Background: an optimization exercise with open tools, aiming at small area and a short achievable clock period. Do not read the settings as production practice. Only simulation tests tie the RTL to the original design; equivalence was not proved. Power figures rest on the tool's default switching activity, not on a simulated workload.

Setup of run 1:
==> flow/design.v (excerpt) <==
module lru_cache_4way #(
    parameter DEPTH       = 32,     
    parameter WAYS        = 4,      
    parameter TAG_BITS    = 31,
    parameter BLOCK_SIZE  = 8
)(
    input  logic clk,
    input  logic rst_n,
    input  logic wr_en,
    input  logic rd_en,
    input  logic [31:0] addr,               
    input  logic [BLOCK_SIZE-1:0] data_in,
    output logic [BLOCK_SIZE-1:0] data_out,
    output logic [BLOCK_SIZE-1:0] data_evicted,
    output logic                  data_evict_en
);
    localparam NUM_SETS   = DEPTH / WAYS;    
    localparam INDEX_BITS = $clog2(NUM_SETS);
    localparam WAY_BITS   = $clog2(WAYS);
    localparam STAG_BITS  = 32 - INDEX_BITS;   
    function automatic logic gt2(input logic [1:0] a, input logic [1:0] b);
        gt2 = (a[1] & ~b[1]) | ((a[1] | ~b[1]) & a[0] & ~b[0]);
    endfunction
    function automatic logic [1:0] inc2(input logic [1:0] a);
        inc2 = {a[1] ^ a[0], ~a[0]};
    endfunction
    logic [STAG_BITS-1:0]  line_tag   [NUM_SETS-1:0][WAYS-1:0];
    logic [BLOCK_SIZE-1:0] line_value [NUM_SETS-1:0][WAYS-1:0];
    logic                  line_valid [NUM_SETS-1:0][WAYS-1:0];
    logic [WAY_BITS-1:0]   line_lru   [NUM_SETS-1:0][WAYS-1:0];   
    logic                  pend;        
    logic                  pend_miss;   
  ...
For scale: about 4600 cells after synthesis, roughly 1300 flip-flops, ~61 I/O pins, about 0.053 mm² of cells after synthesis.
export LEC_CHECK = 0
export CAP_MARGIN = 20
export CORE_MARGIN = 2
export CORE_UTILIZATION = 60
export CTS_CLUSTER_DIAMETER = 80
export CTS_CLUSTER_SIZE = 25
export GPL_ROUTABILITY_DRIVEN = 0
export PLACE_DENSITY = 0.75
export SETUP_SLACK_MARGIN = 3.0
export SLEW_MARGIN = 20
export SYNTH_HIERARCHICAL = 1
export TNS_END_PERCENT = 0
create_clock -name core_clock -period 5.6 [get_ports {clk}]
standard.sh (not shown) runs the stock make flow with config.mk's settings and CLKGATE_MAP_FILE= SYNTH_SCRIPT=/design/flow/synth_recipe.tcl, a recipe that flattens the netlist after the stock synthesis.
==> flow/flow/run.sh <==
#!/bin/bash
# Standard ORFS layout with two resizer settings changed: the port buffers are
# buf_4 cells, and timing repair may swap a cell for one of another footprint.
set -euo pipefail
cd "$(dirname "$0")/.."
bash standard.sh synth > synth.log 2>&1
bash standard.sh MATCH_CELL_FOOTPRINT=0 "BUFFER_PORTS_ARGS=-buffer_cell sky130_fd_sc_hd__buf_4" finish > layout.log 2>&1
Edits applied to the flow inputs when going from run 1 to run 2:
Settings: clearing PLACE_DENSITY, which used to be 0.75; clearing GPL_ROUTABILITY_DRIVEN, which used to be 0; clearing TNS_END_PERCENT, which used to be 0.
Summary of run 2 over run 1: portion of total power attributed to sequential cells now smaller, layout filler cell count down about 2.1%.
First-iteration DRC count: run 2 vs run 1 down 699
Taking run 1 over run 2, the number of signal-net buffers in the layout ratio works out to 0.66.
Changes in run 3 relative to run 2:
Settings: CORE_UTILIZATION now 65, was 60; TNS_END_PERCENT now 0, previously not set; PLACE_DENSITY now 0.75, previously not set.
Results
Relative to run 2, total power decreased by 1.6% in run 3. In run 3 the area growth from synthesis to layout turned out 4.9 points lower than in run 2. Between run 2 and run 3, the difference in clock-pin transition on the worst setup and hold timing paths is negligible. The run showing the smaller overall track demand over capacity in global routing is run 2. Cmp run 2 and run 3 / vertical extent of the die / lower: run 3. Power per cell area is lower on run 2. Final wirelength in run 3 is 11 mm lower than in run 2. addr[0] as the launching element of the worst setup path was reported by run 2, and addr[2] by run 3. Minimum hold slack came out lower on run 3 than on run 2.
Modified inputs, run 4 compared to run 3
Settings: changing CORE_UTILIZATION from 65 to 60; removing PLACE_DENSITY (formerly 0.75).
### Flow results
Class of the worst hold path = reg -> reg: run 4; class of the worst hold path = in -> async: run 3. [compare] base=run 3 new=run 4: largest voltage drop on the vdd net +about 40%, height of the die +12 µm, clock-buffer cell count -1, largest incremental delay on the critical path -0.53 ns. Run 4: flow completed, timing, DRC and antenna clean. The share of the cycle needed by the critical path after routing number comes out higher for run 4 vs run 3.

build 30:
Another version of the RTL of lru_cache_4way (not shown whole).
For scale: roughly 3,000 cells after synthesis, about 1,300 flip-flops, about 61 I/O pins, roughly 54,000 sq um of cells after synthesis.
clock: 5.6 ns
lec_check: 0
cap_margin: 20
core_margin: 2
core_utilization: 60
cts_cluster_diameter: 80
cts_cluster_size: 25
setup_slack_margin: 3.0
slew_margin: 20
run.sh (not shown) runs the stock make flow with config.mk's settings and CLKGATE_MAP_FILE= SYNTH_SCRIPT=/design/flow/synth_recipe.tcl, a recipe that flattens the netlist after the stock synthesis.
Stock flow here: none of the scripts above is used.
Input-level comparison between build 38 and build 30:
- SETUP_SLACK_MARGIN changed from 3.0 to 2.0
==> run notes <==
- Build 38 vs build 30: sum of net half-perimeters after detailed placement down by a few percent
- Of build 38 and build 30, it is build 38 that has the lower global-route wire length before repair.
- ~same depth of the CTS H-tree in build 30 and build 38
- On clock-pin slew on the worst setup and hold paths, build 30 and build 38 are basically level.
- Combinational cell fraction of total power: build 38 vs build 30 down 1.4 points
- Instance area after placement: build 30 vs build 38, no meaningful difference
- Between build 30 and build 38, count of cell instances traversed by the critical path is lower for build 38, build 30 comes in above that.
For build 24, these inputs were changed with respect to build 38:
==> flow/flow/run.sh (new file) <==
#!/bin/bash
# Standard ORFS layout with two resizer settings changed: the port buffers are
# buf_4 cells, and timing repair may swap a cell for one of another footprint.
set -euo pipefail
cd "$(dirname "$0")/.."
bash standard.sh synth > synth.log 2>&1
bash standard.sh MATCH_CELL_FOOTPRINT=0 "BUFFER_PORTS_ARGS=-buffer_cell sky130_fd_sc_hd__buf_4" finish > layout.log 2>&1
==> flow/standard.sh (new file) <==
#!/bin/bash
# synth_recipe.tcl (not shown) runs the flow's synth.tcl, then flattens the netlist and writes it again
# the make line also repeats each setting of config.mk as NAME=value (left out here)
make -C /OpenROAD-flow-scripts/flow DESIGN_CONFIG=/design/flow/config.mk WORK_HOME=/design/flow/orfs CLKGATE_MAP_FILE= SYNTH_SCRIPT=/design/flow/synth_recipe.tcl "${@:-finish}"
removed: flow/run.sh
--- outcome ---
- The critical path launch point comes out addr[0] in one run and addr[2] in the other, namely in build 24 and build 38 respectively.
- Diff build 38 -> build 24: met3 usage went down by 0.69 points; share of the final layout cell area in multi-input gates went up by 0.35 points.
- In terms of share of total power in combinational logic, build 38 and build 24 differ only marginally.
- Build 24 has total number of vias above what build 38 had.
- Cell-internal power was lower in the run labelled build 38.

[re-timing with driven ports]
How much do the figures lean on ideal ports? The routed layouts below were timed once more, with nothing changed but the port constraints.
Step 1 sets driving cells, clkbuf_16 on the clock port and buf_2 on the other inputs (assumed; they add their load-dependent delay and slew).
Step 2, shift: input delay + t, output delay - t, t = (earliest + latest rising clock arrival at the registers) / 2. This alone moves slack from input paths to output paths.
Three values: ideal, step 1, step 2; two values: the first two.
run	t, ns	slack for setup (ns)	worst hold slack (ns)	cell pins on the clock port's net
run 1	0.758	2.072 / 1.864 / 1.107	0.481 / 0.481 / 0.481	1
run 2	0.778	2.107 / 1.888 / 1.110	0.479 / 0.445 / 0.479	1
run 3	0.763	1.998 / 1.654 / 0.891	0.446 / 0.397 / 0.479	1
run 4	0.786	1.973 / 1.794 / 1.008	0.483 / 0.459 / 0.483	1
build 30	0.787	2.060 / 1.757 / 0.971	0.462 / 0.416 / 0.482	1
build 38	0.788	1.873 / 1.708 / 0.921	0.478 / 0.451 / 0.478	1
build 24	0.731	1.990 / 1.713 / 0.982	0.475 / 0.475 / 0.475	1
After both steps every run listed still meets setup and hold. The setup slack of run 3, which loses most, moves by -0.344 ns with the drivers and by -1.107 ns with both steps.
